Background: an optimization exercise with open tools, aiming at small area, a short achievable clock period and few clock cycles. Do not read the settings as production practice. Where RTL was checked, it was by simulation tests only, not by an equivalence proof against the original. The RTL of runs 6 and 7 was laid out without a check of its function. Power and IR drop assume default switching activity.

$ cat design/flow/design.v
module algo_3_final (
    input  wire        clk,
    input  wire        reset,       
    input  wire        trigger,     
    input  wire        pix_valid,
    input  wire [7:0]  pix_data,
    output wire        pix_ready,
    input  wire [10:0] data_ram_i,
    output wire [10:0] data_ram_o,
    output wire [10:0] addr_ram,
    output wire        we,
    input  wire [13:0] data_ram_energia_i,
    output wire [13:0] data_ram_energia_o,
    output wire [10:0] addr_ram_energia,
    input  wire [5:0]  data_ram_cantidad_i,
    output wire [5:0]  data_ram_cantidad_o,
    output wire [10:0] addr_ram_cantidad,
    output wire        fin_signal
);
  localparam integer PIXELS  = 7081;
  localparam integer RING    = 99;     
  localparam integer DLY     = 92;     
  function [6:0] step7(input [6:0] x);
    step7 = {x[5:0], x[6] ^ x[5]};
  endfunction
  function gt11(input [10:0] a, input [10:0] b);
    reg [15:0] g0, l0;
    reg [7:0]  g1, l1;
    reg [3:0]  g2, l2;
    reg [1:0]  g3, l3;
    integer k;
    begin
      g0 = {5'd0, a} & ~{5'd0, b};
      l0 = ~{5'd0, a} & {5'd0, b};
      for (k = 0; k < 8; k = k + 1) begin
        g1[k] = g0[2*k+1] | (~l0[2*k+1] & g0[2*k]);
        l1[k] = l0[2*k+1] | (~g0[2*k+1] & l0[2*k]);
      end
      for (k = 0; k < 4; k = k + 1) begin
        g2[k] = g1[2*k+1] | (~l1[2*k+1] & g1[2*k]);
        l2[k] = l1[2*k+1] | (~g1[2*k+1] & l1[2*k]);
      end
      for (k = 0; k < 2; k = k + 1) begin
        g3[k] = g2[2*k+1] | (~l2[2*k+1] & g2[2*k]);
        l3[k] = l2[2*k+1] | (~g2[2*k+1] & l2[2*k]);
      end
      gt11 = g3[1] | (~l3[1] & g3[0]);
    end
  endfunction
  function [6:0] after7(input integer n);
    integer k;
    begin
      after7 = 7'd1;
      for (k = 0; k < n; k = k + 1) after7 = step7(after7);
    end
  endfunction
  localparam [6:0]  COL95  = after7(94);         
  localparam [6:0]  COL96  = after7(95);
  localparam [6:0]  COL97  = after7(96);
  localparam [6:0]  RINGE  = after7(RING - 1);   
  localparam [6:0]  WPTRE  = after7(DLY - 1);    
  localparam [6:0]  ROWL   = after7(PIXELS / 97 - 1);   
  reg  restart;
  always @(posedge clk) restart <= !reset || trigger;
  reg        fin, rdy, we_r;
  reg [6:0]  row;         
  reg        last1;       
  reg        done;        
  reg [7:0]  vb;          
  reg        vb_valid;
  reg [1:0]  st;          
  reg        fwr;         
  reg        clr;         
  reg [10:0] a_e;
  reg [13:0] d_e;
  reg [5:0]  d_c;
  reg [10:0] label_r;     
  reg [10:0] lab2;        
  reg        lab1z, lab2z;
  reg [10:0] R1;          
  reg        R1z;
  reg [10:0] PP;          
  reg        PPz;
  reg [10:0] M3;          
  reg        M3z;
  reg [10:0] q0, q1, q2;  
  reg        q0z, q1z, q2z;
  reg [3:0]  qn;          
  reg        cap, cap_ok;
  reg [6:0]  wptr;        
  reg        filled;
  reg [6:0]  col;         
  reg        mL;          
  reg        mURn;        
  reg [6:0]  ring;        
  reg        i1;          
  reg [10:0] nxt;         
  reg        wrapped;
  reg [11:0] cf;          
  assign pix_ready           = rdy && !restart;
  assign we                  = we_r;
  assign fin_signal          = fin && !restart;
  assign data_ram_o          = label_r;
  assign addr_ram            = {4'd0, wptr & {7{fwr}}};    
  assign addr_ram_energia    = a_e;
  assign addr_ram_cantidad   = a_e;
  assign data_ram_energia_o  = d_e;
  assign data_ram_cantidad_o = d_c;
  wire accept = pix_valid && rdy;    
  reg  can;               
  wire proc   = vb_valid && can;
  wire        vnz   = |vb;
  wire [10:0] lft   = i1 ? lab2 : label_r;
  wire        gt1   = gt11(label_r, M3);
  wire        gt2   = gt11(lab2, M3);
  wire        gt    = !mL && (i1 ? gt2 : gt1);
  wire        lftz  = mL | (i1 ? lab2z : lab1z);
  wire        allz  = lftz & M3z;
  wire        selmx = vnz & !allz;
  wire        selnx = vnz & allz;
  wire [10:0] lab   = (selmx & gt) ? lft :
                      selmx ? M3 : (selnx ? nxt : 11'd0);
  wire        labz  = !vnz | (allz & (nxt == 11'd0));
  wire        op_new = vnz & allz & !wrapped;
  wire        op_rmw = vnz & !labz & !op_new;
  wire        p_new  = proc & op_new;
  wire        p_rmw  = proc & op_rmw;
  wire        alloc  = proc & vnz & allz;
  wire [10:0] sm  = mURn ? 11'd0 : q0;
  wire        smz = mURn | q0z;
  wire [10:0] m3n = gt11(sm, PP) ? sm : PP;
  wire        m3z = PPz & smz;
  wire [10:0] r1m = mURn ? 11'd0 : R1;
  wire        r1mz = mURn | R1z;
  wire [10:0] ppn = gt11(q0, r1m) ? q0 : r1m;
  wire        ppz = r1mz & q0z;
  wire [10:0] din  = cap_ok ? data_ram_i : 11'd0;
  wire        dinz = (din == 11'd0);
  wire        eqr   = (cf == {1'b0, nxt});
  wire [1:0]  st_n  = p_rmw ? 2'd1 : (st == 2'd1) ? 2'd2 : (st == 2'd2) ? 2'd3 : 2'd0;
  wire        cfinc = clr | (alloc & eqr);
  wire [11:0] cf_p1 = cf + 12'd1;
  wire [11:0] cf_n  = cfinc ? cf_p1 : cf;
  wire        cfd_n = cf[11] | (&cf[10:0] & cfinc);    
  wire        fin_n = fin | (done && can && cfd_n);
  wire        we_n  = !fin_n && (st_n != 2'd1);
  wire        lab_n = p_new | p_rmw;              
  wire        lbr_n = (st == 2'd2);               
  wire        fwr_n = (proc & !op_rmw) | (st == 2'd1);
  wire        vbv_n = accept | (vb_valid & !proc);
  wire        last1_n = last1 | (proc && row == ROWL && col == COL96);
  wire        done_n  = done | (proc && last1);
  wire        open_n  = !(done_n || (last1_n && vbv_n));
  wire        clr_n = we_n & !lab_n & !lbr_n & (st_n != 2'd2) & !cfd_n;
  always @(posedge clk) begin
    if (restart) begin
      fin <= 1'b0; rdy <= 1'b1;
      row <= 7'd1; last1 <= 1'b0; done <= 1'b0;
      vb_valid <= 1'b0;
      st <= 2'd0; fwr <= 1'b0; clr <= 1'b0;
      R1 <= 11'd0; R1z <= 1'b1; PP <= 11'd0; PPz <= 1'b1; M3 <= 11'd0; M3z <= 1'b1;
      q0 <= 11'd0; q1 <= 11'd0; q2 <= 11'd0; q0z <= 1'b1; q1z <= 1'b1; q2z <= 1'b1;
      qn <= 4'b1000; cap <= 1'b0; can <= 1'b1;
      wptr <= 7'd1; filled <= 1'b0;
      col <= 7'd1; mL <= 1'b1; mURn <= 1'b0;
      ring <= 7'd1; i1 <= 1'b1;
      nxt <= 11'd1; wrapped <= 1'b0; cf <= 12'd1;
    end else begin
      vb_valid <= vbv_n;
      last1    <= last1_n;
      done     <= done_n;
      rdy      <= open_n && (!vbv_n || st_n == 2'd0 || st_n == 2'd3);
      fin      <= fin_n;
      st       <= st_n;
      cf       <= cf_n;
      clr      <= clr_n;
      fwr <= fwr_n;
      if (fwr) begin
        if (wptr == WPTRE) begin wptr <= 7'd1; filled <= 1'b1; end
        else wptr <= step7(wptr);
      end
      cap <= fwr;
      can <= (st_n == 2'd0) || (st_n == 2'd3);
      if (cap && !proc) qn <= {qn[2:0], 1'b0};
      if (proc && !cap) qn <= {1'b0, qn[3:1]};
      if (proc) begin
        q0 <= q1; q0z <= q1z;
        q1 <= q2; q1z <= q2z;
      end
      if (cap) begin
        if (proc ? qn[1] : qn[0]) begin q0 <= din; q0z <= dinz; end
        if (proc ? qn[2] : qn[1]) begin q1 <= din; q1z <= dinz; end
        if (proc ? qn[3] : qn[2]) begin q2 <= din; q2z <= dinz; end
      end
      if (proc) begin
        R1 <= q0; R1z <= q0z;
        PP <= ppn; PPz <= ppz;
        M3 <= m3n; M3z <= m3z;
        col  <= (col == COL97) ? 7'd1 : step7(col);
        if (col == COL97) row <= step7(row);
        mL   <= (col == COL97);
        mURn <= (col == COL95);
        ring <= (ring == RINGE) ? 7'd1 : step7(ring);
        i1   <= (ring == RINGE);
        if (alloc) begin
          nxt <= nxt + 11'd1;
          if (nxt == 11'd2047) wrapped <= 1'b1;
        end
      end
    end
  end
  always @(posedge clk) begin
    if (accept) vb <= pix_data;
    we_r   <= we_n;
    cap_ok <= filled;
    a_e    <= lab_n ? lab : (lbr_n ? label_r : cf_n[10:0]);
    if (lab_n) begin
      d_e <= {6'd0, vb};
      d_c <= 6'd1;
    end else if (st == 2'd2) begin
      d_e <= data_ram_energia_i + d_e;
      d_c <= data_ram_cantidad_i + 6'd1;
    end else if (st != 2'd1) begin
      d_e <= 14'd0;
      d_c <= 6'd0;
    end
    if (proc) begin
      label_r <= lab; lab1z <= labz;
      lab2 <= label_r; lab2z <= lab1z;
    end
  end
endmodule
$ cat design/flow/run.sh
#!/bin/bash
# synth_recipe.tcl (not shown) runs the flow's synth.tcl, then flattens the netlist and writes it again
# the make line also repeats each setting of config.mk as NAME=value (left out here)
make -C /OpenROAD-flow-scripts/flow DESIGN_CONFIG=/design/flow/config.mk WORK_HOME=/design/flow/orfs CLKGATE_MAP_FILE= SYNTH_SCRIPT=/design/flow/synth_recipe.tcl finish
$ cat design/flow/config.mk
export PLATFORM = sky130hd
export DESIGN_NAME = algo_3_final
export DESIGN_NICKNAME = algo_3_final
export VERILOG_FILES = /design/flow/design.v
export SDC_FILE = /design/flow/constraint.sdc
export NUM_CORES = 4
export LEC_CHECK = 0
export ABC_AREA = 1
export CAP_MARGIN = 20
export CORE_MARGIN = 2
export CORE_UTILIZATION = 40
export CTS_CLUSTER_DIAMETER = 100
export CTS_CLUSTER_SIZE = 30
export SETUP_SLACK_MARGIN = 3.0
export SLEW_MARGIN = 20
$ cat design/flow/constraint.sdc
create_clock -name core_clock -period 5.5 [get_ports {clk}]
set_input_delay 1.1000 -clock core_clock [delete_from_list [all_inputs] [get_ports {clk}]]
set_output_delay 1.1000 -clock core_clock [all_outputs]
set_load 0.01 [all_outputs]
==> results of run 1 <==
==> synthesized netlist by cell type (all sizes together), types with 2 or more instances <==
cell type  number
a211oi          4
a21o            2
a21oi         168
a31oi           7
and2           12
buf            43
clkbuf         37
clkinv          3
dfxtp         169
edfxtp         40
ha             24
inv           175
nand2         380
nand3         116
nand4          21
nor2           95
nor3           16
nor4            7
o2111ai         2
o211ai         10
o21ai         140
o22ai          15
o31ai           4
or2             3
xnor2           8
xor2           18
==> path summary, 6_finish.rpt <==
check,startpoint,end,slack [ns],depth (start not counted)
setup / recovery,fwr,addr_ram[0],2.83,3
hold / removal,filled,cap_ok,0.41,0
setup reg to reg,vb[4],d_e[6],3.16,11
hold reg to reg,filled,cap_ok,0.41,0
==> routing by layer <==
layer	vias to the layer above	routed length (um)	GRT usage, %	part of all wire [%]
met2	234	12800	30.5	45
li1	5162	-	-	-
met5	-	0	0	0
met3	26	1290	2.43	4.6
met1	4560	13800	27.7	49
met4	0	427	4.50	1.5
==> through the flow <==
step	std cells	hold WS, ns
6_report	1938	0.414
5_1_grt	1938	0.420
4_1_cts	1937	0.413
3_5_place_dp	1903	0.395
3_3_place_gp	1903	0.396
2_1_floorplan	1531	0.331
==> power groups by stage <==
stage | clock network (mW) | logic [mW] | registers (mW)
2_1_floorplan | 0 | 0.122 | 1.63
3_3_place_gp | 0 | 0.198 | 1.63
3_5_place_dp | 0 | 0.199 | 1.63
4_1_cts | 0.955 | 0.206 | 1.59
5_1_grt | 1.01 | 0.235 | 1.60
6_report | 0.922 | 0.213 | 1.59
==> logic make-up (layout without fill, tap and decap cells) <==
kind of cell / count (synthesis) / after routing / synth area share, %
mux: 1 / 1 / 0.0914
buf+inv: 258 / 324 / 9.99
flops: 209 / 209 / 41.9
compound gates: 356 / 356 / 17.3
simple gates: 652 / 652 / 25.7
xor+xnor: 26 / 26 / 2.08
other cells: 1 / 4 / 0.0342
fa+ha+maj: 25 / 25 / 2.92
==> worst max-delay path, delay by kind of cell, from the launching register on <==
family,cells,cell delay [ns]
buffers and inverters,2,0.58
DFF,1,0.42
and+or+nand+nor,1,0.10
==> cell type report <==
cell class,instances,area (um2),area share (%)
tap,341,427,3.34
clock buffer,13,293,2.29
inverter,178,684,5.36
multi-input combinational,1064,5440,42.6
clock inverter,3,35.0,0.274
sequential,209,4600,36.0
timing repair buffer,130,1290,10.1
==> timing repair <==
action / 4_1_cts / 5_1_grt
pin swaps: 4 / 9
gates resized for setup: 46 / 54
endpoints found under the setup margin: 108 / 96
buffers inserted: 18 / 1
==> out/metrics.csv, run 1 <==
stage,metric,value,unit
logic_synthesis,proportion of synthesized flip-flops having asynchronous set or reset,0,%
logic_synthesis,register area share after synthesis,41.9,%
power_and_ir_drop,fraction of power spent switching nets,24.5,%
place,DP Wirelength,19.9,mm
final_layout,largest registers ranked by flip-flop count,"d_e x14, cf x12",
clock_network,post-CTS clock slew at the launch and capture registers of the worst setup and hold paths,0.11,ns
clock_network,largest buffer count on any clock path,3,
worst_setup_path,"slowest stage delay, CP",0.52,ns
power_and_ir_drop,PwrDens,214,nW/um2
power_and_ir_drop,net switching power of the design,0.668,mW
final_layout,highest-count cells in the layout ignoring fill and taps,"363 x sky130_fd_sc_hd__nand2_1, 170 x sky130_fd_sc_hd__inv_1, 162 x sky130_fd_sc_hd__dfxtp_1, 160 x sky130_fd_sc_hd__a21oi_1, 128 x sky130_fd_sc_hd__o21ai_0",
detailed_routing,first-pass detailed-route iteration total,5,
logic_synthesis,post-synthesis cell count,1528,
power_and_ir_drop,power after layout,2.73,mW
logic_synthesis,Synth Flop Type,sky130_fd_sc_hd__dfxtp_1,
place,pre-CTS setup slack,2.40,ns
global_route,first-pass GRT wire length,45.6,mm
logic_synthesis,"Distinct cells, synth",52,
sta,fin crit share,48.5,%
logic_synthesis,number of flip-flops and latches in the synthesized netlist,209,
global_route,global router's overall resource usage,19.2,%
place,number of port buffers,105,
sta,upper clock frequency limit,375,MHz
detailed_routing,number of vias in the routed layout,9982,
power_and_ir_drop,clock group share of total power,33.8,%
worst_setup_path,critical path type,reg -> out,
sta,relative max-transition margin,44.8,%
final_layout,area added between synthesis and finish,16.6,%
run_status,result of the run,"complete, no violations",
power_and_ir_drop,leakage component of the power,5.57,nW
detailed_routing,DRC errors left,0,
power_and_ir_drop,register share of total power,58.4,%
clock_network,number of CTS-inserted buffers,11,
power_and_ir_drop,worst IR drop on VDD,0.195,mV
clock_network,hold buffers post-CTS,0,
job,MaxCap Viol Count,0,
global_route,via count of the first global-routing pass,8822,
logic_synthesis,area of the mapped netlist,11000,um2
worst_setup_path,arrival time at the worst endpoint,1.57,ns
logic_synthesis,"EDFF count, synth",40,
final_layout,fill cell total of the finished layout,2725,
worst_setup_path,required time reported for the critical path endpoint,4.40,ns
detailed_routing,Total Wirelength,28.3,mm
worst_setup_path,nature of the critical path startpoint,flip-flop,
sta,final worst setup slack,2.83,ns
detailed_routing,wire length per cell,14.6,um
sta,slew at the pin with the worst max-slew slack,0.828,ns
detailed_routing,Detailed Route Iter0 Violations,773,
final_layout,largest register by flop count,d_e,
logic_synthesis,Synth Warn #,1,
logic_synthesis,biggest area consumer among synthesized cells,sky130_fd_sc_hd__dfxtp_1,
clock_network,root cell of the clock tree,sky130_fd_sc_hd__clkbuf_16,
worst_setup_path,CP max stage cell,sky130_fd_sc_hd__clkdlybuf4s50_1,
detailed_routing,number of nets with antenna violations after detailed routing,0,
clock_network,Clock Latency Late Sink,0.49,ns
logic_synthesis,share of the synthesized area in the top cell type,30.9,%
die,chip height,169,um
die,std cell rows,60,
final_layout,fin area,12800,um2
final_layout,Nets,1662,
place,placed standard-cell area,12100,um2
sta,Max Transition Viols Final,0,
final_layout,final standard cell utilization of the core,47.4,%
worst_setup_path,category of the worst setup path capture point,output pin,
global_route,global route total overflow,0,
detailed_routing,vias per inst,5.15,
global_route,initial antenna violation count,0,
die,core box area,27000,um2
power_and_ir_drop,design internal power,2.06,mW
sta,final hold viol count,0,
clock_network,clock tree from TritonCTS,yes,
min_path,class of the tightest hold or removal check,reg -> reg,
sta,min cycle time layout,2.67,ns
clock_network,sink count of the clock tree,209,
power_and_ir_drop,Combinational Power Share,7.8,%
sta,Final Skew,0.0304,ns
die,top-level port count,110,
die,horizontal extent of the die,169,um
global_route,maximum number of pins on one net before global-route repair,107,
final_layout,number of flip-flops in the largest register,14,
sta,Post-Route Setup TNS,0,ns
worst_setup_path,maximum fanout encountered on the critical timing path,9,
die,total die area,28700,um2
logic_synthesis,mean area per synthesized cell,7.17,um2
clock_network,CTS H-tree lvls,1,
die,Initial Utilization,40.6,%
logic_synthesis,"top cells by area, synth","sky130_fd_sc_hd__dfxtp_1 31%, sky130_fd_sc_hd__nand2_1 13%, sky130_fd_sc_hd__edfxtp_1 11%",
place,placer congestion estimate,0.913,
final_layout,"leading cell type in the layout, fill and taps excluded",sky130_fd_sc_hd__nand2_1,
final_layout,Diodes inserted,0,
sta,final setup violating endpoints,0,
sta,unrepaired setup endpoints after global routing,yes,
final_layout,fraction of layout instances using a drive strength above 1,6.64,%
worst_setup_path,cells traversed along the worst timing path,"nand2_1, inv_1, clkdlybuf4s50_1",
Testbench counts, summed over its fixed seeds: cycles 173,018.
==> inputs of run 2 (changes only) <==
--- a/design/flow/config.mk
+++ b/design/flow/config.mk
@@ -9,7 +9,5 @@
 export CAP_MARGIN = 20
 export CORE_MARGIN = 2
 export CORE_UTILIZATION = 40
-export CTS_CLUSTER_DIAMETER = 100
-export CTS_CLUSTER_SIZE = 30
-export SETUP_SLACK_MARGIN = 3.0
+export SETUP_SLACK_MARGIN = 3.15
 export SLEW_MARGIN = 20
==> out/metrics.csv, run 2 <==
stage,metric,value,unit
logic_synthesis,share of the synthesized area in the top cell type,30.9,%
sta,slew at the pin with the worst max-slew slack,0.879,ns
detailed_routing,Detailed Route Iter0 Violations,719,
global_route,initial antenna violation count,0,
worst_setup_path,top cell family by delay on the critical path,flip-flops,
clock_network,CTS H-tree lvls,1,
logic_synthesis,"EDFF count, synth",40,
die,chip height,169,um
detailed_routing,DRC errors left,0,
sta,Post-Route Setup TNS,0,ns
final_layout,non-filler cells in the finished layout,1976,
place,cell count after placement,1903,
logic_synthesis,mean area per synthesized cell,7.17,um2
global_route,first-pass GRT wire length,46.5,mm
place,DP Wirelength,19.9,mm
logic_synthesis,"top cells by area, synth","sky130_fd_sc_hd__dfxtp_1 31%, sky130_fd_sc_hd__nand2_1 13%, sky130_fd_sc_hd__edfxtp_1 11%",
place,placer congestion estimate,0.896,
logic_synthesis,"Distinct cells, synth",52,
logic_synthesis,number of flip-flops and latches in the synthesized netlist,209,
worst_setup_path,cells traversed along the worst timing path,dlygate4sd2_1,
run_status,result of the run,"complete, no violations",
sta,Final Skew,0.0127,ns
detailed_routing,number of nets with antenna violations after detailed routing,0,
worst_setup_path,critical path type,reg -> out,
die,top-level port count,110,
worst_setup_path,category of the worst setup path capture point,output pin,
final_layout,largest registers ranked by flip-flop count,"d_e x14, cf x12",
global_route,global router's overall resource usage,19.5,%
sta,final setup violating endpoints,0,
final_layout,Nets,1687,
final_layout,Diodes inserted,0,
global_route,via count of the first global-routing pass,9188,
logic_synthesis,register area share after synthesis,41.9,%
logic_synthesis,biggest area consumer among synthesized cells,sky130_fd_sc_hd__dfxtp_1,
sta,upper clock frequency limit,427,MHz
detailed_routing,vias per inst,5.11,
clock_network,clock tree from TritonCTS,yes,
die,std cell rows,60,
logic_synthesis,cell with the most instances after synthesis,sky130_fd_sc_hd__nand2_1,
worst_setup_path,maximum fanout encountered on the critical timing path,2,
worst_setup_path,Critical path buffers and inverters,1,
logic_synthesis,top cells by instance count after synthesis,"365 x sky130_fd_sc_hd__nand2_1, 170 x sky130_fd_sc_hd__inv_1, 169 x sky130_fd_sc_hd__dfxtp_1, 168 x sky130_fd_sc_hd__a21oi_1, 132 x sky130_fd_sc_hd__o21ai_0",
clock_network,largest buffer count on any clock path,3,
global_route,maximum number of pins on one net before global-route repair,83,
power_and_ir_drop,PwrDens,255,nW/um2
worst_setup_path,CP max stage cell,sky130_fd_sc_hd__edfxtp_1,
logic_synthesis,Synth Warn #,1,
detailed_routing,Total Wirelength,28.5,mm
sta,min cycle time layout,2.34,ns
worst_setup_path,"slowest stage delay, CP",0.42,ns
worst_setup_path,arrival time at the worst endpoint,1.24,ns
die,Initial Utilization,40.6,%
place,number of port buffers,105,
final_layout,"leading cell type in the layout, fill and taps excluded",sky130_fd_sc_hd__nand2_1,
die,total die area,28700,um2
sta,Max Transition Viols Final,0,
logic_synthesis,area of the mapped netlist,11000,um2
detailed_routing,number of vias in the routed layout,10100,
logic_synthesis,Synth Flop Type,sky130_fd_sc_hd__dfxtp_1,
power_and_ir_drop,leakage component of the power,5.70,nW
worst_setup_path,nature of the critical path startpoint,flip-flop,
clock_network,sink count of the clock tree,209,
final_layout,highest-count cells in the layout ignoring fill and taps,"358 x sky130_fd_sc_hd__nand2_1, 166 x sky130_fd_sc_hd__inv_1, 165 x sky130_fd_sc_hd__dfxtp_1, 156 x sky130_fd_sc_hd__a21oi_1, 125 x sky130_fd_sc_hd__o21ai_0",
die,core box area,27000,um2
clock_network,post-CTS clock slew at the launch and capture registers of the worst setup and hold paths,0.06,ns
final_layout,area added between synthesis and finish,22.5,%
die,horizontal extent of the die,169,um
logic_synthesis,proportion of synthesized flip-flops having asynchronous set or reset,0,%
clock_network,number of CTS-inserted buffers,24,
final_layout,fraction of layout instances using a drive strength above 1,10.4,%
power_and_ir_drop,worst IR drop on VDD,0.185,mV
global_route,global route total overflow,0,
sta,final hold viol count,0,
final_layout,largest register by flop count,d_e,
sta,unrepaired setup endpoints after global routing,yes,
clock_network,root cell of the clock tree,sky130_fd_sc_hd__clkbuf_16,
min_path,class of the tightest hold or removal check,reg -> reg,
detailed_routing,wire length per cell,14.4,um
detailed_routing,first-pass detailed-route iteration total,5,
final_layout,number of flip-flops in the largest register,14,
logic_synthesis,post-synthesis cell count,1528,
job,MaxCap Viol Count,0,
sta,relative max-transition margin,41.4,%
clock_network,Clock Latency Late Sink,0.52,ns
worst_setup_path,required time reported for the critical path endpoint,4.40,ns
sta,fin crit share,42.6,%
run 2: cell counts after synthesis:
Identical to the previous run, type by type.
run 2: final timing paths:
check | startpoint | endpoint | slack, ns | depth (start not counted)
worst min register to register | filled | cap_ok | 0.40 | 0
worst max-delay path | d_e[3] | data_ram_energia_o[3] | 3.16 | 1
worst min-delay path | filled | cap_ok | 0.40 | 0
worst max register to register | vb[4] | d_e[0] | 3.30 | 11
run 2: cell families after synthesis:
group                    count (synthesis)  share of synthesized area (%)
AND/OR/NAND/NOR                        652                           25.7
AO/OA/AOI/OAI                          356                           17.3
buffers and inverters                  258                           9.99
flip-flops                             209                           41.9
XOR/XNOR                                26                           2.08
adder cells (fa/ha/maj)                 25                           2.92
other                                    1                         0.0342
multiplexers                             1                         0.0914
run 2: what timing repair did:
| item | CTS | global route |
|---|---|---|
| cloned | 0 | 0 |
| pin swaps | 4 | 21 |
| setup endpoints to repair | 224 | 80 |
| hold buffers | 0 | 0 |
| hold endpoints to repair | 0 | 0 |
| resized for setup | 128 | 68 |
| setup buffers | 19 | 12 |
run 2: cell type report:
type	count	area, um2
clock buffer	34	691
clock inverter	8	95.1
fill	2672	13500
inverter	178	702
multi-input combinational	1064	5610
sequential	209	4590
tap	341	427
timing repair buffer	142	1300
run 2: power by group:
part / internal, mW / switching, mW
Sequential: 1.58 / 0.0137
Clock: 0.967 / 0.639
Combinational: 0.0925 / 0.133
Total: 2.64 / 0.785
run 2: through the flow:
step | total power [mW] | util [%] | hold slack (ns) | worst slack [ns] | area [um2]
detailed placement | 1.83 | 44.9 | 0.396 | 2.43 | 12100
global route | 3.55 | 49.8 | 0.404 | 3.12 | 13400
floorplan | 1.75 | - | 0.331 | 3.05 | 11000
CTS | 3.45 | 48.4 | 0.404 | 3.14 | 13000
finish | 3.42 | 49.8 | 0.402 | 3.16 | 13400
global placement | 1.83 | 44.9 | 0.411 | 2.43 | 12100
run 2: layer usage:
metal	up-vias	share of wire [%]	routed length, um	track usage [%]
met5	-	0	0	0
met4	0	1.8	517	4.79
met3	38	4.6	1310	2.52
met2	226	46	13000	31.7
met1	4600	48	13600	27.5
li1	5227	-	-	-
==> inputs of run 3 (changes only) <==
--- a/design/flow/config.mk
+++ b/design/flow/config.mk
@@ -9,5 +9,5 @@
 export CAP_MARGIN = 20
 export CORE_MARGIN = 2
 export CORE_UTILIZATION = 40
-export SETUP_SLACK_MARGIN = 3.15
+export SETUP_SLACK_MARGIN = 3.22
 export SLEW_MARGIN = 20
==> out/metrics.csv, run 3 <==
stage,metric,value,unit
logic_synthesis,biggest area consumer among synthesized cells,sky130_fd_sc_hd__dfxtp_1,
power_and_ir_drop,design internal power,2.70,mW
die,core box area,27000,um2
power_and_ir_drop,PwrDens,259,nW/um2
power_and_ir_drop,Combinational Power Share,6.6,%
sta,unrepaired setup endpoints after global routing,yes,
sta,min cycle time layout,2.35,ns
clock_network,hold buffers post-CTS,0,
worst_setup_path,nature of the critical path startpoint,flip-flop,
sta,fin crit share,42.7,%
job,MaxCap Viol Count,0,
global_route,via count of the first global-routing pass,9343,
die,chip height,169,um
final_layout,fin area,13600,um2
place,DP Wirelength,19.6,mm
run_status,result of the run,"complete, no violations",
global_route,maximum number of pins on one net before global-route repair,77,
clock_network,largest buffer count on any clock path,3,
place,placer congestion estimate,0.890,
logic_synthesis,proportion of synthesized flip-flops having asynchronous set or reset,0,%
sta,upper clock frequency limit,425,MHz
power_and_ir_drop,leakage component of the power,5.73,nW
logic_synthesis,mean area per synthesized cell,7.17,um2
worst_setup_path,critical path type,reg -> out,
place,cell count after placement,1904,
power_and_ir_drop,register share of total power,45.3,%
detailed_routing,number of vias in the routed layout,10300,
place,placed standard-cell area,12100,um2
clock_network,clock tree from TritonCTS,yes,
logic_synthesis,"EDFF count, synth",40,
worst_setup_path,maximum fanout encountered on the critical timing path,6,
worst_setup_path,FF-to-FF path depth,11,
logic_synthesis,number of flip-flops and latches in the synthesized netlist,209,
final_layout,Nets,1696,
clock_network,post-CTS clock slew at the launch and capture registers of the worst setup and hold paths,0.06,ns
sta,final hold viol count,0,
die,std cell rows,60,
clock_network,root cell of the clock tree,sky130_fd_sc_hd__clkbuf_16,
detailed_routing,Detailed Route Iter0 Violations,673,
global_route,first-pass GRT wire length,46.7,mm
detailed_routing,vias per inst,5.16,
worst_setup_path,arrival time at the worst endpoint,1.25,ns
final_layout,area added between synthesis and finish,24.1,%
logic_synthesis,"top cells by area, synth","sky130_fd_sc_hd__dfxtp_1 31%, sky130_fd_sc_hd__nand2_1 13%, sky130_fd_sc_hd__edfxtp_1 11%",
final_layout,"leading cell type in the layout, fill and taps excluded",sky130_fd_sc_hd__nand2_1,
die,top-level port count,110,
min_path,class of the tightest hold or removal check,reg -> reg,
detailed_routing,first-pass detailed-route iteration total,5,
detailed_routing,DRC errors left,0,
die,total die area,28700,um2
final_layout,number of flip-flops in the largest register,14,
logic_synthesis,area of the mapped netlist,11000,um2
logic_synthesis,Synth Warn #,1,
sta,Final Skew,0.0104,ns
logic_synthesis,share of the synthesized area in the top cell type,30.9,%
final_layout,fill cell total of the finished layout,2619,
logic_synthesis,"Distinct cells, synth",52,
logic_synthesis,top cells by instance count after synthesis,"365 x sky130_fd_sc_hd__nand2_1, 170 x sky130_fd_sc_hd__inv_1, 169 x sky130_fd_sc_hd__dfxtp_1, 168 x sky130_fd_sc_hd__a21oi_1, 132 x sky130_fd_sc_hd__o21ai_0",
sta,relative max-transition margin,44.5,%
sta,slew at the pin with the worst max-slew slack,0.833,ns
final_layout,Diodes inserted,0,
die,Initial Utilization,40.6,%
logic_synthesis,cell with the most instances after synthesis,sky130_fd_sc_hd__nand2_1,
logic_synthesis,Synth Flop Type,sky130_fd_sc_hd__dfxtp_1,
worst_setup_path,category of the worst setup path capture point,output pin,
power_and_ir_drop,worst IR drop on VDD,0.235,mV
final_layout,highest-count cells in the layout ignoring fill and taps,"357 x sky130_fd_sc_hd__nand2_1, 162 x sky130_fd_sc_hd__inv_1, 158 x sky130_fd_sc_hd__dfxtp_1, 157 x sky130_fd_sc_hd__a21oi_1, 124 x sky130_fd_sc_hd__o21ai_0",
final_layout,largest registers ranked by flip-flop count,"d_e x14, cf x12",
logic_synthesis,post-synthesis cell count,1528,
worst_setup_path,required time reported for the critical path endpoint,4.40,ns
die,horizontal extent of the die,169,um
min_path,cell depth of the worst hold path,0,
power_and_ir_drop,fraction of power spent switching nets,23.3,%
worst_setup_path,R2R setup slack,3.32,ns
detailed_routing,number of nets with antenna violations after detailed routing,0,
logic_synthesis,register area share after synthesis,41.9,%
global_route,initial antenna violation count,0,
clock_network,Clock Latency Late Sink,0.52,ns
clock_network,number of CTS-inserted buffers,25,
global_route,global router's overall resource usage,19.6,%
final_layout,fraction of layout instances using a drive strength above 1,13.0,%
clock_network,CTS H-tree lvls,1,
final_layout,largest register by flop count,d_e,
power_and_ir_drop,power after layout,3.52,mW
global_route,global route total overflow,0,
sta,final setup violating endpoints,0,
place,number of port buffers,105,
detailed_routing,wire length per cell,14.7,um
power_and_ir_drop,clock group share of total power,48.1,%
sta,Max Transition Viols Final,0,
sta,Post-Route Setup TNS,0,ns
power_and_ir_drop,net switching power of the design,0.821,mW
final_layout,non-filler cells in the finished layout,1988,
final_layout,Seq. cell area,4610,um2
detailed_routing,Total Wirelength,29.1,mm
clock_network,sink count of the clock tree,209,
final_layout,Multi-input gate area,5670,um2
-- run 3: cell counts after synthesis --
No cell type changed its count.
-- run 3: logic make-up after synthesis --
family          after synthesis  share of synthesized area (%)
simple gates                652                           25.7
buf+inv                     258                           9.99
compound gates              356                           17.3
mux                           1                         0.0914
fa+ha+maj                    25                           2.92
xor+xnor                     26                           2.08
other cells                   1                         0.0342
flops                       209                           41.9
-- run 3: path summary, 6_finish.rpt --
check | startpoint | endpoint
hold / removal | filled | cap_ok
hold reg to reg | filled | cap_ok
setup / recovery | fwr | addr_ram[3]
setup reg to reg | vb[4] | d_e[2]
-- run 3: metal layers --
| metal | wire [um] | GRT usage (%) | vias to the layer above |
|---|---|---|---|
| met1 | 13800 | 27.6 | 4695 |
| met4 | 444 | 4.53 | 0 |
| met2 | 13400 | 32.2 | 273 |
| met5 | 0 | 0 | - |
| met3 | 1480 | 2.47 | 31 |
| li1 | - | - | 5253 |
-- run 3: final cells by class --
| type | instances | share of cell area, % |
|---|---|---|
| Multi-Input combinational cell | 1064 | 41.7 |
| Sequential cell | 209 | 33.9 |
| Timing Repair Buffer | 150 | 9.83 |
| Inverter | 178 | 5.32 |
| Clock buffer | 34 | 5.07 |
| Tap cell | 341 | 3.14 |
| Clock inverter | 12 | 1.07 |
-- run 3: metrics by stage --
step                utilization, %  hold slack, ns  worst slack [ns]
global route                  50.5           0.407              3.08
finish                        50.5           0.415              3.15
detailed placement            45.1           0.399              2.41
floorplan                        -           0.331              3.06
global placement              45.1           0.407              2.42
CTS                           49.0           0.415              3.11
-- run 3: worst max-delay path: stages (launching register included) --
cell,delay (ns)
sky130_fd_sc_hd__dfxtp_4,0.37
sky130_fd_sc_hd__buf_4,0.14
sky130_fd_sc_hd__nand2_1,0.06
sky130_fd_sc_hd__inv_2,0.05
sky130_fd_sc_hd__buf_6,0.11
-- run 3: power groups by stage --
stage               clock (mW)  combinational (mW)  sequential [mW]
floorplan                    0               0.126             1.63
global placement             0               0.201             1.63
detailed placement           0               0.202             1.63
CTS                       1.72               0.214             1.59
global route              1.78               0.255             1.59
finish                    1.69               0.233             1.59
-- run 3: what timing repair did --
action                                  4_1_cts  5_1_grt
pin swaps                                     3       14
hold endpoints to repair                      0        0
endpoints found under the setup margin      203       98
resized for setup                           183       85
setup buffers                                19       18
cloned                                        0        1
==> inputs of run 4 (changes only) <==
--- a/design/flow/config.mk
+++ b/design/flow/config.mk
@@ -8,6 +8,6 @@
 export ABC_AREA = 1
 export CAP_MARGIN = 20
 export CORE_MARGIN = 2
-export CORE_UTILIZATION = 40
-export SETUP_SLACK_MARGIN = 3.22
+export CORE_UTILIZATION = 55
+export SETUP_SLACK_MARGIN = 3.3
 export SLEW_MARGIN = 20
==> out/metrics.csv, run 4 <==
stage,metric,value,unit
sta,Post-Route Setup TNS,0,ns
final_layout,"leading cell type in the layout, fill and taps excluded",sky130_fd_sc_hd__nand2_1,
worst_setup_path,required time reported for the critical path endpoint,4.40,ns
min_path,cell depth of the worst hold path,0,
worst_setup_path,destination of the worst register-to-register timing path,label_r[7],
global_route,via count of the first global-routing pass,9580,
worst_setup_path,FF-to-FF path depth,10,
global_route,maximum number of pins on one net before global-route repair,77,
final_layout,Nets,1729,
min_path,class of the tightest hold or removal check,reg -> reg,
global_route,initial antenna violation count,0,
sta,Final Skew,0.0167,ns
final_layout,highest-count cells in the layout ignoring fill and taps,"354 x sky130_fd_sc_hd__nand2_1, 159 x sky130_fd_sc_hd__inv_1, 156 x sky130_fd_sc_hd__a21oi_1, 151 x sky130_fd_sc_hd__dfxtp_1, 125 x sky130_fd_sc_hd__o21ai_0",
logic_synthesis,biggest area consumer among synthesized cells,sky130_fd_sc_hd__dfxtp_1,
final_layout,Multi-input gate area,5750,um2
sta,Max Transition Viols Final,0,
sta,upper clock frequency limit,437,MHz
power_and_ir_drop,fraction of power spent switching nets,23.7,%
worst_setup_path,RR Startpoint,label_r[9],
detailed_routing,DRC errors left,0,
sta,final hold viol count,0,
logic_synthesis,"EDFF count, synth",40,
worst_setup_path,category of the worst setup path capture point,output pin,
clock_network,root cell of the clock tree,sky130_fd_sc_hd__clkbuf_16,
logic_synthesis,cell with the most instances after synthesis,sky130_fd_sc_hd__nand2_1,
global_route,global router's overall resource usage,26.9,%
final_layout,largest registers ranked by flip-flop count,"d_e x14, cf x12",
final_layout,fraction of layout instances using a drive strength above 1,17.9,%
detailed_routing,Detailed Route Iter0 Violations,815,
clock_network,post-CTS clock slew at the launch and capture registers of the worst setup and hold paths,0.06,ns
min_path,worst hold endpoint,cap_ok,
place,placer congestion estimate,0.894,
global_route,global route total overflow,0,
die,top-level port count,110,
place,DP Wirelength,19.6,mm
clock_network,Clock Latency Late Sink,0.52,ns
detailed_routing,vias per inst,5.46,
logic_synthesis,number of flip-flops and latches in the synthesized netlist,209,
clock_network,number of CTS-inserted buffers,24,
power_and_ir_drop,worst IR drop on VDD,0.249,mV
logic_synthesis,top cells by instance count after synthesis,"365 x sky130_fd_sc_hd__nand2_1, 170 x sky130_fd_sc_hd__inv_1, 169 x sky130_fd_sc_hd__dfxtp_1, 168 x sky130_fd_sc_hd__a21oi_1, 132 x sky130_fd_sc_hd__o21ai_0",
die,total die area,21100,um2
die,horizontal extent of the die,145,um
clock_network,sink count of the clock tree,209,
place,number of port buffers,105,
die,std cell rows,51,
min_path,Hold Crit Start,filled,
logic_synthesis,"top cells by area, synth","sky130_fd_sc_hd__dfxtp_1 31%, sky130_fd_sc_hd__nand2_1 13%, sky130_fd_sc_hd__edfxtp_1 11%",
worst_setup_path,maximum fanout encountered on the critical timing path,7,
final_layout,largest register by flop count,d_e,
sta,final setup violating endpoints,0,
detailed_routing,number of nets with antenna violations after detailed routing,0,
logic_synthesis,mean area per synthesized cell,7.17,um2
detailed_routing,Total Wirelength,30.2,mm
sta,min cycle time layout,2.29,ns
final_layout,Seq. cell area,4620,um2
logic_synthesis,proportion of synthesized flip-flops having asynchronous set or reset,0,%
final_layout,number of flip-flops in the largest register,14,
logic_synthesis,post-synthesis cell count,1528,
final_layout,fill cell total of the finished layout,1666,
power_and_ir_drop,leakage component of the power,5.74,nW
sta,unrepaired setup endpoints after global routing,yes,
logic_synthesis,Synth Flop Type,sky130_fd_sc_hd__dfxtp_1,
detailed_routing,wire length per cell,15.5,um
power_and_ir_drop,PwrDens,244,nW/um2
logic_synthesis,share of the synthesized area in the top cell type,30.9,%
power_and_ir_drop,Combinational Power Share,7.5,%
detailed_routing,first-pass detailed-route iteration total,6,
clock_network,CTS H-tree lvls,1,
final_layout,Diodes inserted,0,
clock_network,hold buffers post-CTS,0,
final_layout,final standard cell utilization of the core,70.0,%
power_and_ir_drop,register share of total power,47.8,%
power_and_ir_drop,clock group share of total power,44.6,%
die,core box area,19500,um2
clock_network,clock tree from TritonCTS,yes,
worst_setup_path,R2R setup slack,3.30,ns
worst_setup_path,critical path type,reg -> out,
run_status,result of the run,"complete, no violations",
sta,slew at the pin with the worst max-slew slack,0.575,ns
power_and_ir_drop,design internal power,2.54,mW
sta,relative max-transition margin,61.6,%
global_route,first-pass GRT wire length,47.9,mm
final_layout,area added between synthesis and finish,24.7,%
logic_synthesis,Synth Warn #,1,
worst_setup_path,nature of the critical path startpoint,flip-flop,
clock_network,largest buffer count on any clock path,3,
worst_setup_path,startpoint of the most critical setup path,fwr,
detailed_routing,number of vias in the routed layout,10600,
logic_synthesis,register area share after synthesis,41.9,%
logic_synthesis,"Distinct cells, synth",52,
power_and_ir_drop,net switching power of the design,0.789,mW
sta,fin crit share,41.6,%
job,MaxCap Viol Count,0,
die,chip height,145,um
logic_synthesis,area of the mapped netlist,11000,um2
worst_setup_path,arrival time at the worst endpoint,1.19,ns
die,Initial Utilization,56.1,%
[run 4: timing repair]
| item | in CTS | in global routing |
|---|---|---|
| buffers inserted | 33 | 36 |
| setup endpoints to repair | 247 | 171 |
| pin swaps | 17 | 28 |
| cloned | 1 | 3 |
| gates resized for setup | 288 | 83 |
[run 4: cell type report]
cell class / count / area share [%]
tap: 265 / 2.43
multi-input combinational: 1066 / 42.1
inverter: 178 / 5.27
clock buffer: 35 / 4.99
clock inverter: 6 / 0.330
timing repair buffer: 182 / 11.1
sequential: 209 / 33.8
[run 4: routing by layer]
layer  GRT usage [%]  wire length, um
met4            7.99              838
met3            3.27             1770
met1            36.9            13400
met5               0                0
met2            44.7            14200
[run 4: cells by family after synthesis]
logic type / synth area share, %
flip-flops: 41.9
AND/OR/NAND/NOR: 25.7
XOR/XNOR: 2.08
adder cells (fa/ha/maj): 2.92
multiplexers: 0.0914
buffers and inverters: 9.99
AO/OA/AOI/OAI: 17.3
other: 0.0342
[run 4: how the worst max path moves through the flow]
stage                        to  depth (start not counted)  slack [ns]
floorplan               d_e[12]                          9        3.07
global placement            rdy                          9        2.41
detailed placement          rdy                          9        2.36
CTS                 addr_ram[6]                          4        3.17
global route        addr_ram[6]                          4        3.17
finish              addr_ram[6]                          4        3.21
[run 4: power by group through the flow]
stage          logic, mW  registers [mW]  clock network, mW
3_5_place_dp       0.204            1.63                  0
2_1_floorplan      0.129            1.63                  0
3_3_place_gp       0.202            1.63                  0
5_1_grt            0.273            1.60               1.56
6_report           0.251            1.59               1.49
4_1_cts            0.226            1.59               1.50
[run 4: worst max-delay path: stages, from the launching register on]
cell and delay, ns:
sky130_fd_sc_hd__dfxtp_4 0.40, sky130_fd_sc_hd__buf_6 0.11, sky130_fd_sc_hd__nand2_2 0.04, sky130_fd_sc_hd__inv_2 0.05, sky130_fd_sc_hd__buf_6 0.09
[run 4: per-stage QoR]
step	setup slack [ns]	instances	hold WS, ns	power (mW)	area, um2
final	3.21	1941	0.377	3.33	13700
after global routing	3.17	1941	0.391	3.43	13700
after CTS	3.17	1902	0.386	3.32	13300
after detailed placement	2.36	1827	0.376	1.84	12100
after global placement	2.41	1827	0.385	1.83	12100
after floorplan	3.07	1531	0.331	1.76	11100
==> inputs of run 5 (changes only) <==
--- a/design/flow/config.mk
+++ b/design/flow/config.mk
@@ -8,6 +8,6 @@
 export ABC_AREA = 1
 export CAP_MARGIN = 20
 export CORE_MARGIN = 2
-export CORE_UTILIZATION = 55
+export CORE_UTILIZATION = 40
 export SETUP_SLACK_MARGIN = 3.3
 export SLEW_MARGIN = 20
==> out/metrics.csv, run 5 <==
stage,metric,value,unit
worst_setup_path,category of the worst setup path capture point,output pin,
worst_setup_path,"slowest stage delay, CP",0.39,ns
logic_synthesis,area of the mapped netlist,11000,um2
place,DP Wirelength,19.9,mm
power_and_ir_drop,worst IR drop on VDD,0.223,mV
die,top-level port count,110,
logic_synthesis,"EDFF count, synth",40,
power_and_ir_drop,clock group share of total power,44.6,%
final_layout,largest register by flop count,d_e,
final_layout,area added between synthesis and finish,23.2,%
worst_setup_path,CP max stage cell,sky130_fd_sc_hd__dfxtp_4,
logic_synthesis,proportion of synthesized flip-flops having asynchronous set or reset,0,%
logic_synthesis,"top cells by area, synth","sky130_fd_sc_hd__dfxtp_1 31%, sky130_fd_sc_hd__nand2_1 13%, sky130_fd_sc_hd__edfxtp_1 11%",
worst_setup_path,top cell family by delay on the critical path,flip-flops,
power_and_ir_drop,PwrDens,245,nW/um2
power_and_ir_drop,fraction of power spent switching nets,23.7,%
logic_synthesis,biggest area consumer among synthesized cells,sky130_fd_sc_hd__dfxtp_1,
logic_synthesis,share of the synthesized area in the top cell type,30.9,%
place,placer congestion estimate,0.866,
power_and_ir_drop,register share of total power,48.2,%
clock_network,post-CTS clock slew at the launch and capture registers of the worst setup and hold paths,0.06,ns
logic_synthesis,"Distinct cells, synth",52,
clock_network,hold buffers post-CTS,0,
detailed_routing,wire length per cell,14.6,um
worst_setup_path,cells traversed along the worst timing path,"buf_6, nand2_4, inv_2, buf_6",
power_and_ir_drop,design internal power,2.52,mW
sta,Final Skew,0.0142,ns
power_and_ir_drop,leakage component of the power,5.64,nW
die,horizontal extent of the die,169,um
sta,Post-Route Setup TNS,0,ns
logic_synthesis,post-synthesis cell count,1528,
die,Initial Utilization,40.6,%
sta,Max Transition Viols Final,0,
worst_setup_path,nature of the critical path startpoint,flip-flop,
power_and_ir_drop,net switching power of the design,0.785,mW
die,core box area,27000,um2
detailed_routing,number of vias in the routed layout,10200,
detailed_routing,DRC errors left,0,
worst_setup_path,most prevalent standard cell on the critical path,sky130_fd_sc_hd__buf_6,
sta,unrepaired setup endpoints after global routing,yes,
global_route,global route total overflow,0,
sta,upper clock frequency limit,431,MHz
min_path,class of the tightest hold or removal check,reg -> reg,
logic_synthesis,Synth Warn #,1,
global_route,global router's overall resource usage,19.9,%
sta,relative max-transition margin,54.9,%
detailed_routing,number of nets with antenna violations after detailed routing,0,
clock_network,clock tree from TritonCTS,yes,
logic_synthesis,mean area per synthesized cell,7.17,um2
sta,hold_ws,0.402,ns
logic_synthesis,cell with the most instances after synthesis,sky130_fd_sc_hd__nand2_1,
clock_network,Clock Latency Late Sink,0.53,ns
clock_network,CTS H-tree lvls,1,
worst_setup_path,Critical path buffers and inverters,3,
final_layout,highest-count cells in the layout ignoring fill and taps,"354 x sky130_fd_sc_hd__nand2_1, 161 x sky130_fd_sc_hd__inv_1, 155 x sky130_fd_sc_hd__a21oi_1, 149 x sky130_fd_sc_hd__dfxtp_1, 125 x sky130_fd_sc_hd__o21ai_0",
clock_network,root cell of the clock tree,sky130_fd_sc_hd__clkbuf_16,
global_route,first-pass GRT wire length,47.1,mm
power_and_ir_drop,Combinational Power Share,7.2,%
run_status,result of the run,"complete, no violations",
final_layout,fraction of layout instances using a drive strength above 1,16.7,%
job,MaxCap Viol Count,0,
logic_synthesis,Synth Flop Type,sky130_fd_sc_hd__dfxtp_1,
die,total die area,28700,um2
detailed_routing,vias per inst,5.12,
sta,fin crit share,42.2,%
die,std cell rows,60,
worst_setup_path,arrival time at the worst endpoint,1.22,ns
logic_synthesis,top cells by instance count after synthesis,"365 x sky130_fd_sc_hd__nand2_1, 170 x sky130_fd_sc_hd__inv_1, 169 x sky130_fd_sc_hd__dfxtp_1, 168 x sky130_fd_sc_hd__a21oi_1, 132 x sky130_fd_sc_hd__o21ai_0",
sta,final setup violating endpoints,0,
clock_network,largest buffer count on any clock path,3,
final_layout,"leading cell type in the layout, fill and taps excluded",sky130_fd_sc_hd__nand2_1,
detailed_routing,Detailed Route Iter0 Violations,674,
place,cell count after placement,1902,
worst_setup_path,critical path type,reg -> out,
worst_setup_path,required time reported for the critical path endpoint,4.40,ns
global_route,maximum number of pins on one net before global-route repair,77,
final_layout,Nets,1709,
die,chip height,169,um
final_layout,number of flip-flops in the largest register,14,
clock_network,number of CTS-inserted buffers,24,
global_route,initial antenna violation count,0,
clock_network,sink count of the clock tree,209,
worst_setup_path,maximum fanout encountered on the critical timing path,7,
final_layout,fill cell total of the finished layout,2642,
logic_synthesis,number of flip-flops and latches in the synthesized netlist,209,
logic_synthesis,register area share after synthesis,41.9,%
detailed_routing,Total Wirelength,29.2,mm
place,number of port buffers,105,
final_layout,largest registers ranked by flip-flop count,"d_e x14, cf x12",
detailed_routing,first-pass detailed-route iteration total,4,
sta,final hold viol count,0,
global_route,via count of the first global-routing pass,9284,
sta,min cycle time layout,2.32,ns
final_layout,non-filler cells in the finished layout,1999,
final_layout,Diodes inserted,0,
sta,slew at the pin with the worst max-slew slack,0.677,ns
## run 5: cell counts after synthesis
Identical to the previous run, type by type.
## run 5: final cells by class
| type | instances | area (um2) | share of cell area, % |
|---|---|---|---|
| Inverter | 178 | 719 | 5.33 |
| Tap cell | 341 | 427 | 3.16 |
| Sequential cell | 209 | 4620 | 34.2 |
| Clock inverter | 8 | 50.0 | 0.371 |
| Timing Repair Buffer | 164 | 1310 | 9.67 |
| Multi-Input combinational cell | 1064 | 5700 | 42.3 |
| Clock buffer | 35 | 672 | 4.98 |
## run 5: timing repair
item	in CTS	in global routing
endpoints found under the setup margin	248	156
setup buffers	33	20
gates resized for setup	295	75
pin swaps	18	17
hold endpoints to repair	0	0
cloned	0	1
## run 5: cell families after synthesis
| group | share of synthesized area [%] |
|---|---|
| muxes | 0.0914 |
| and+or+nand+nor | 25.7 |
| buffers and inverters | 9.99 |
| DFF | 41.9 |
| AOI/OAI and AO/OA | 17.3 |
| adders and majority gates | 2.92 |
| other | 0.0342 |
| xor gates and xnor gates | 2.08 |
## run 5: worst paths after layout
kind	from	end	slack, ns	cells after the start
setup / recovery	fwr	addr_ram[5]	3.18	4
hold / removal	filled	cap_ok	0.40	0
setup reg to reg	label_r[9]	label_r[0]	3.44	9
hold reg to reg	filled	cap_ok	0.40	0
## run 5: worst register-to-register path: stages (launching register included)
cell and delay [ns]:
sky130_fd_sc_hd__edfxtp_1 0.41, sky130_fd_sc_hd__buf_4 0.18, sky130_fd_sc_hd__or2_2 0.30, sky130_fd_sc_hd__nand3_1 0.07
sky130_fd_sc_hd__a21oi_1 0.06, sky130_fd_sc_hd__nor2_1 0.11, sky130_fd_sc_hd__nand2_2 0.17, sky130_fd_sc_hd__nand3_2 0.23
sky130_fd_sc_hd__nand2_1 0.10, sky130_fd_sc_hd__and2_1 0.17
## run 5: power by group through the flow
stage | combinational, mW | sequential, mW | clock, mW
6_report | 0.238 | 1.59 | 1.48
5_1_grt | 0.261 | 1.60 | 1.58
4_1_cts | 0.222 | 1.59 | 1.51
3_5_place_dp | 0.203 | 1.63 | 0
3_3_place_gp | 0.202 | 1.63 | 0
2_1_floorplan | 0.129 | 1.63 | 0
## run 5: metal layers
layer | wire [um] | vias to the layer above | global-route usage [%]
met1 | 14200 | 4698 | 28.1
met5 | 0 | - | 0
li1 | - | 5267 | -
met3 | 1090 | 50 | 2.22
met4 | 682 | 0 | 5.09
met2 | 13300 | 211 | 32.6
## run 5: metrics by stage
step	setup slack, ns	total power [mW]	area [um2]	utilization (%)
final	3.18	3.31	13500	50.1
after global routing	3.11	3.43	13500	50.1
after CTS	3.15	3.32	13300	49.3
after detailed placement	2.28	1.84	12200	45.3
after global placement	2.36	1.84	12200	45.3
after floorplan	3.07	1.76	11100	-
==> inputs of run 6 (changes only) <==
--- a/design/flow/design.v
+++ b/design/flow/design.v
@@ -142,12 +142,14 @@
   wire [11:0] cf_p1 = cf + 12'd1;
   wire [11:0] cf_n  = cfinc ? cf_p1 : cf;
   wire        cfd_n = cf[11] | (&cf[10:0] & cfinc);    
-  wire        fin_n = fin | (done && can && cfd_n);
+  wire        fin_n = fin | (done && (st == 2'd0 || st == 2'd3) && cfd_n);
   wire        we_n  = !fin_n && (st_n != 2'd1);
   wire        lab_n = p_new | p_rmw;              
   wire        lbr_n = (st == 2'd2);               
   wire        fwr_n = (proc & !op_rmw) | (st == 2'd1);
   wire        vbv_n = accept | (vb_valid & !proc);
+  wire        vbz_n = accept ? (pix_data == 8'd0) : (vb == 8'd0);
+  wire        can_n = (st_n == 2'd0) || (st_n == 2'd3) || (st_n == 2'd2 && vbz_n);
   wire        last1_n = last1 | (proc && row == ROWL && col == COL96);
   wire        done_n  = done | (proc && last1);
   wire        open_n  = !(done_n || (last1_n && vbv_n));
@@ -169,7 +171,7 @@
       vb_valid <= vbv_n;
       last1    <= last1_n;
       done     <= done_n;
-      rdy      <= open_n && (!vbv_n || st_n == 2'd0 || st_n == 2'd3);
+      rdy      <= open_n && (!vbv_n || can_n);
       fin      <= fin_n;
       st       <= st_n;
       cf       <= cf_n;
@@ -180,7 +182,7 @@
         else wptr <= step7(wptr);
       end
       cap <= fwr;
-      can <= (st_n == 2'd0) || (st_n == 2'd3);
+      can <= can_n;
       if (cap && !proc) qn <= {qn[2:0], 1'b0};
       if (proc && !cap) qn <= {1'b0, qn[3:1]};
       if (proc) begin
--- a/design/flow/config.mk
+++ b/design/flow/config.mk
@@ -9,5 +9,5 @@
 export CAP_MARGIN = 20
 export CORE_MARGIN = 2
 export CORE_UTILIZATION = 40
-export SETUP_SLACK_MARGIN = 3.3
+export SETUP_SLACK_MARGIN = 3.15
 export SLEW_MARGIN = 20
==> out/metrics.csv, run 6 <==
stage,metric,value,unit
final_layout,fraction of layout instances using a drive strength above 1,11.7,%
sta,Max Transition Viols Final,0,
final_layout,fin area,13600,um2
logic_synthesis,number of flip-flops and latches in the synthesized netlist,209,
run_status,result of the run,"complete, no violations",
global_route,first-pass GRT wire length,46.8,mm
logic_synthesis,area of the mapped netlist,10900,um2
sta,fin crit share,42.6,%
die,top-level port count,110,
worst_setup_path,"slowest stage delay, CP",0.46,ns
clock_network,largest buffer count on any clock path,3,
logic_synthesis,"Distinct cells, synth",52,
logic_synthesis,"EDFF count, synth",40,
power_and_ir_drop,PwrDens,258,nW/um2
worst_setup_path,number of cells on the critical path,1,
clock_network,clock tree from TritonCTS,yes,
clock_network,CTS H-tree lvls,1,
logic_synthesis,top cells by instance count after synthesis,"370 x sky130_fd_sc_hd__nand2_1, 169 x sky130_fd_sc_hd__dfxtp_1, 168 x sky130_fd_sc_hd__inv_1, 159 x sky130_fd_sc_hd__a21oi_1, 128 x sky130_fd_sc_hd__o21ai_0",
sta,slew at the pin with the worst max-slew slack,0.677,ns
final_layout,area added between synthesis and finish,24.5,%
final_layout,fill cell total of the finished layout,2659,
logic_synthesis,Synth Flop Type,sky130_fd_sc_hd__dfxtp_1,
detailed_routing,Detailed Route Iter0 Violations,782,
global_route,initial antenna violation count,0,
place,cell count after placement,1906,
worst_setup_path,Critical path buffers and inverters,1,
worst_setup_path,top cell family by delay on the critical path,flip-flops,
global_route,maximum number of pins on one net before global-route repair,80,
die,Initial Utilization,40.6,%
final_layout,"leading cell type in the layout, fill and taps excluded",sky130_fd_sc_hd__nand2_1,
clock_network,Clock Latency Late Sink,0.53,ns
place,placer congestion estimate,0.863,
place,DP Wirelength,19.7,mm
clock_network,sink count of the clock tree,209,
clock_network,root cell of the clock tree,sky130_fd_sc_hd__clkbuf_16,
worst_setup_path,required time reported for the critical path endpoint,4.40,ns
die,horizontal extent of the die,169,um
detailed_routing,DRC errors left,0,
worst_setup_path,arrival time at the worst endpoint,1.24,ns
sta,hold_ws,0.402,ns
die,std cell rows,60,
final_layout,number of flip-flops in the largest register,14,
sta,min cycle time layout,2.34,ns
final_layout,Nets,1702,
worst_setup_path,RR Startpoint,nxt[1],
detailed_routing,number of vias in the routed layout,10300,
worst_setup_path,R2R setup slack,3.27,ns
detailed_routing,wire length per cell,14.6,um
logic_synthesis,register area share after synthesis,42.0,%
sta,final hold viol count,0,
global_route,global router's overall resource usage,19.6,%
die,core box area,26900,um2
detailed_routing,vias per inst,5.16,
sta,upper clock frequency limit,427,MHz
logic_synthesis,mean area per synthesized cell,7.13,um2
worst_setup_path,cells traversed along the worst timing path,clkdlybuf4s15_1,
detailed_routing,number of nets with antenna violations after detailed routing,0,
worst_setup_path,FF-to-FF path depth,16,
final_layout,largest registers ranked by flip-flop count,"d_e x14, cf x12",
sta,unrepaired setup endpoints after global routing,yes,
sta,final worst setup slack,3.16,ns
die,chip height,169,um
power_and_ir_drop,worst IR drop on VDD,0.195,mV
detailed_routing,first-pass detailed-route iteration total,6,
clock_network,post-CTS clock slew at the launch and capture registers of the worst setup and hold paths,0.06,ns
logic_synthesis,"top cells by area, synth","sky130_fd_sc_hd__dfxtp_1 31%, sky130_fd_sc_hd__nand2_1 13%, sky130_fd_sc_hd__edfxtp_1 11%",
worst_setup_path,category of the worst setup path capture point,output pin,
final_layout,Multi-input gate area,5640,um2
power_and_ir_drop,leakage component of the power,5.79,nW
min_path,class of the tightest hold or removal check,reg -> reg,
logic_synthesis,biggest area consumer among synthesized cells,sky130_fd_sc_hd__dfxtp_1,
sta,Final Skew,0.0150,ns
final_layout,highest-count cells in the layout ignoring fill and taps,"355 x sky130_fd_sc_hd__nand2_1, 165 x sky130_fd_sc_hd__dfxtp_1, 160 x sky130_fd_sc_hd__inv_1, 145 x sky130_fd_sc_hd__a21oi_1, 120 x sky130_fd_sc_hd__o21ai_0",
worst_setup_path,startpoint of the most critical setup path,d_e[7],
global_route,via count of the first global-routing pass,9352,
final_layout,non-filler cells in the finished layout,1996,
worst_setup_path,CP max stage cell,sky130_fd_sc_hd__edfxtp_1,
sta,relative max-transition margin,54.8,%
logic_synthesis,Synth Warn #,1,
job,MaxCap Viol Count,0,
sta,Post-Route Setup TNS,0,ns
power_and_ir_drop,power after layout,3.51,mW
logic_synthesis,cell with the most instances after synthesis,sky130_fd_sc_hd__nand2_1,
logic_synthesis,proportion of synthesized flip-flops having asynchronous set or reset,0,%
final_layout,Diodes inserted,0,
final_layout,Seq. cell area,4600,um2
clock_network,number of CTS-inserted buffers,25,
clock_network,hold buffers post-CTS,0,
place,pre-CTS setup slack,2.38,ns
sta,final setup violating endpoints,0,
place,number of port buffers,105,
final_layout,largest register by flop count,d_e,
logic_synthesis,share of the synthesized area in the top cell type,31.0,%
logic_synthesis,post-synthesis cell count,1529,
worst_setup_path,critical path type,reg -> out,
min_path,cell depth of the worst hold path,0,
worst_setup_path,nature of the critical path startpoint,flip-flop,
detailed_routing,Total Wirelength,29.1,mm
final_layout,final standard cell utilization of the core,50.5,%
worst_setup_path,maximum fanout encountered on the critical timing path,2,
die,total die area,28600,um2
global_route,global route total overflow,0,
min_path,Hold Crit Start,filled,
place,placed standard-cell area,12100,um2
run 6: cell types whose count changed in the layout (fill, tap and decap cells not counted), moves of 5 or more:
cell                              before  now
sky130_fd_sc_hd__a21oi_1             155  145
sky130_fd_sc_hd__buf_2                41    7
sky130_fd_sc_hd__buf_4                52   43
sky130_fd_sc_hd__buf_6                11    6
sky130_fd_sc_hd__clkbuf_2             12    3
sky130_fd_sc_hd__clkdlybuf4s15_1       0   11
sky130_fd_sc_hd__dfxtp_1             149  165
sky130_fd_sc_hd__dfxtp_2              15    0
sky130_fd_sc_hd__dlygate4sd2_1         8   40
sky130_fd_sc_hd__nand3_2               8    3
sky130_fd_sc_hd__nor2_1               86  100
sky130_fd_sc_hd__nor3_1               15   20
sky130_fd_sc_hd__o21ai_0             125  120
sky130_fd_sc_hd__o21ai_2               8    3
run 6: cell type report:
class                   count  share of cell area (%)
clock inverters             9                   0.931
inverters                 176                    4.96
multi-input cells        1069                    41.5
flip-flops and latches    209                    33.9
clock buffers              37                    5.31
well taps                 341                    3.14
repair buffers            155                    10.3
run 6: kinds of logic after synthesis:
group,count (synthesis),synth area share [%]
mux,2,0.184
xor+xnor,25,2.01
simple gates,673,26.7
compound gates,341,16.7
other cells,1,0.0344
flops,209,42.0
fa+ha+maj,23,2.71
buf+inv,255,9.63
run 6: path summary, 6_finish.rpt:
| kind | to |
|---|---|
| setup / recovery | data_ram_energia_o[7] |
| hold / removal | cap_ok |
| hold reg to reg | cap_ok |
| setup reg to reg | rdy |
run 6: power by group:
part	total (mW)	leakage (nW)	switching [mW]	internal [mW]
Clock	1.69	0.417	0.646	1.05
Sequential	1.59	1.77	0.0133	1.58
Combinational	0.226	3.60	0.131	0.0942
run 6: what timing repair did:
item / CTS / global route
setup buffers: 26 / 17
gates resized for setup: 145 / 70
gates cloned: 0 / 1
pin swaps: 5 / 27
setup endpoints to repair: 173 / 98
run 6: metal layers:
layer	vias up	global-route usage [%]	part of all wire, %
li1	5274	-	-
met1	4711	26.3	45
met2	248	32.9	47
met3	62	2.53	4.4
met4	0	6.69	3.0
met5	-	0	0
==> inputs of run 7 (changes only) <==
--- a/design/flow/config.mk
+++ b/design/flow/config.mk
@@ -9,5 +9,5 @@
 export CAP_MARGIN = 20
 export CORE_MARGIN = 2
 export CORE_UTILIZATION = 40
-export SETUP_SLACK_MARGIN = 3.15
+export SETUP_SLACK_MARGIN = 3.3
 export SLEW_MARGIN = 20
==> out/metrics.csv, run 7 <==
stage,metric,value,unit
detailed_routing,number of nets with antenna violations after detailed routing,0,
global_route,via count of the first global-routing pass,9300,
global_route,GR Layer Usage met1,26.2,%
sta,final hold viol count,0,
place,number of port buffers,105,
worst_setup_path,"slowest stage delay, CP",0.40,ns
final_layout,"leading cell type in the layout, fill and taps excluded",sky130_fd_sc_hd__nand2_1,
clock_network,sink count of the clock tree,209,
clock_network,post-CTS clock slew at the launch and capture registers of the worst setup and hold paths,0.06,ns
worst_setup_path,most prevalent standard cell on the critical path,sky130_fd_sc_hd__buf_6,
worst_setup_path,category of the worst setup path capture point,output pin,
final_layout,largest register by flop count,d_e,
power_and_ir_drop,worst IR drop on VDD,0.205,mV
detailed_routing,Total Wirelength,29.9,mm
worst_setup_path,R2R setup slack,3.34,ns
sta,slew at the pin with the worst max-slew slack,0.624,ns
min_path,Hold Crit Start,filled,
worst_setup_path,nature of the critical path startpoint,flip-flop,
final_layout,Nets,1730,
min_path,cell depth of the worst hold path,0,
sta,final setup violating endpoints,0,
min_path,class of the tightest hold or removal check,reg -> reg,
logic_synthesis,biggest area consumer among synthesized cells,sky130_fd_sc_hd__dfxtp_1,
clock_network,CTS H-tree lvls,1,
place,placer congestion estimate,0.859,
final_layout,highest-count cells in the layout ignoring fill and taps,"350 x sky130_fd_sc_hd__nand2_1, 150 x sky130_fd_sc_hd__inv_1, 148 x sky130_fd_sc_hd__dfxtp_1, 146 x sky130_fd_sc_hd__a21oi_1, 118 x sky130_fd_sc_hd__o21ai_0",
final_layout,number of flip-flops in the largest register,14,
job,MaxCap Viol Count,0,
place,DP Wirelength,19.6,mm
worst_setup_path,required time reported for the critical path endpoint,4.40,ns
power_and_ir_drop,register share of total power,47.3,%
logic_synthesis,Synth Warn #,1,
logic_synthesis,post-synthesis cell count,1529,
die,std cell rows,60,
detailed_routing,wire length per cell,14.8,um
die,core box area,26900,um2
worst_setup_path,arrival time at the worst endpoint,1.22,ns
logic_synthesis,mean area per synthesized cell,7.13,um2
sta,Post-Route Setup TNS,0,ns
sta,fin crit share,42.2,%
sta,upper clock frequency limit,431,MHz
power_and_ir_drop,design internal power,2.58,mW
min_path,worst hold endpoint,cap_ok,
global_route,global route total overflow,0,
final_layout,fill cell total of the finished layout,2688,
sta,Final Skew,0.00788,ns
power_and_ir_drop,PwrDens,245,nW/um2
clock_network,clock tree from TritonCTS,yes,
clock_network,root cell of the clock tree,sky130_fd_sc_hd__clkbuf_16,
die,Initial Utilization,40.6,%
clock_network,hold buffers post-CTS,0,
global_route,met3 Resource Use GR,2.99,%
sta,relative max-transition margin,58.0,%
power_and_ir_drop,Combinational Power Share,7.3,%
final_layout,fraction of layout instances using a drive strength above 1,18.3,%
final_layout,Diodes inserted,0,
worst_setup_path,critical path type,reg -> out,
final_layout,fin area,13700,um2
global_route,most used routing layer,met2,
die,top-level port count,110,
run_status,result of the run,"complete, no violations",
final_layout,largest registers ranked by flip-flop count,"d_e x14, cf x12",
logic_synthesis,Synth Flop Type,sky130_fd_sc_hd__dfxtp_1,
sta,min cycle time layout,2.32,ns
worst_setup_path,destination of the worst register-to-register timing path,clr,
die,chip height,169,um
sta,Max Transition Viols Final,0,
logic_synthesis,cell with the most instances after synthesis,sky130_fd_sc_hd__nand2_1,
clock_network,largest buffer count on any clock path,3,
global_route,global-route track usage on met2,34.2,%
logic_synthesis,area of the mapped netlist,10900,um2
==> run 7: per-layer routing <==
layer  routed length [um]  vias up
li1                     -     5342
met4                  674        0
met3                 1680       49
met2                14300      308
met5                    0        -
met1                13200     4798
==> run 7: how the worst max path moves through the flow <==
stage / cells after the start / from / endpoint / slack, ns
after floorplan: 9 / data_ram_energia_i[0] / d_e[6] / 2.97
after global placement: 10 / data_ram_energia_i[0] / d_e[12] / 2.37
after detailed placement: 10 / data_ram_energia_i[0] / d_e[10] / 2.37
after CTS: 4 / fwr / addr_ram[5] / 3.15
after global routing: 4 / fwr / addr_ram[5] / 3.12
final: 4 / fwr / addr_ram[5] / 3.18
==> run 7: power groups by stage <==
stage	clock [mW]	combinational [mW]	sequential (mW)
floorplan	0	0.126	1.63
global placement	0	0.199	1.63
detailed placement	0	0.201	1.63
CTS	1.57	0.223	1.59
global route	1.63	0.268	1.59
finish	1.53	0.246	1.59
==> run 7: cell families after synthesis <==
logic type	after synthesis	synth area share, %
buffers and inverters	255	9.63
multiplexers	2	0.184
flip-flops	209	42.0
AO/OA/AOI/OAI	341	16.7
AND/OR/NAND/NOR	673	26.7
XOR/XNOR	25	2.01
adder cells (fa/ha/maj)	23	2.71
other	1	0.0344
==> run 7: what timing repair did <==
action                                  4_1_cts  5_1_grt
endpoints found under the setup margin      242      168
pin swaps                                    17       28
hold endpoints to repair                      0        0
setup buffers                                37       34
gates resized for setup                     279      107
cloned                                        2        1
==> run 7: area by class of cell <==
class                           instances  area (um2)  area share, %
Multi-Input combinational cell       1069        5760           41.9
Sequential cell                       209        4620           33.6
Timing Repair Buffer                  185        1500           10.9
Inverter                              176         689           5.02
Clock buffer                           36         674           4.91
Tap cell                              341         427           3.10
Clock inverter                          6        68.8          0.501
==> run 7: per-stage QoR <==
| step | setup slack (ns) | power (mW) | cells | hold slack [ns] | utilization, % |
|---|---|---|---|---|---|
| after global placement | 2.37 | 1.83 | 1906 | 0.385 | 45.3 |
| after CTS | 3.15 | 3.38 | 1987 | 0.389 | 49.6 |
| after detailed placement | 2.37 | 1.83 | 1906 | 0.377 | 45.3 |
| after global routing | 3.12 | 3.49 | 2022 | 0.403 | 51.1 |
| after floorplan | 2.97 | 1.75 | 1532 | 0.331 | - |
| final | 3.18 | 3.36 | 2022 | 0.391 | 51.1 |

Setup slack of run 7, layout unchanged: 3.179 ns with ideal ports, 3.131 ns with driving cells assumed (clock clkbuf_16, inputs buf_2), 2.805 ns with port delays also shifted by the 0.567 ns mid clock arrival.
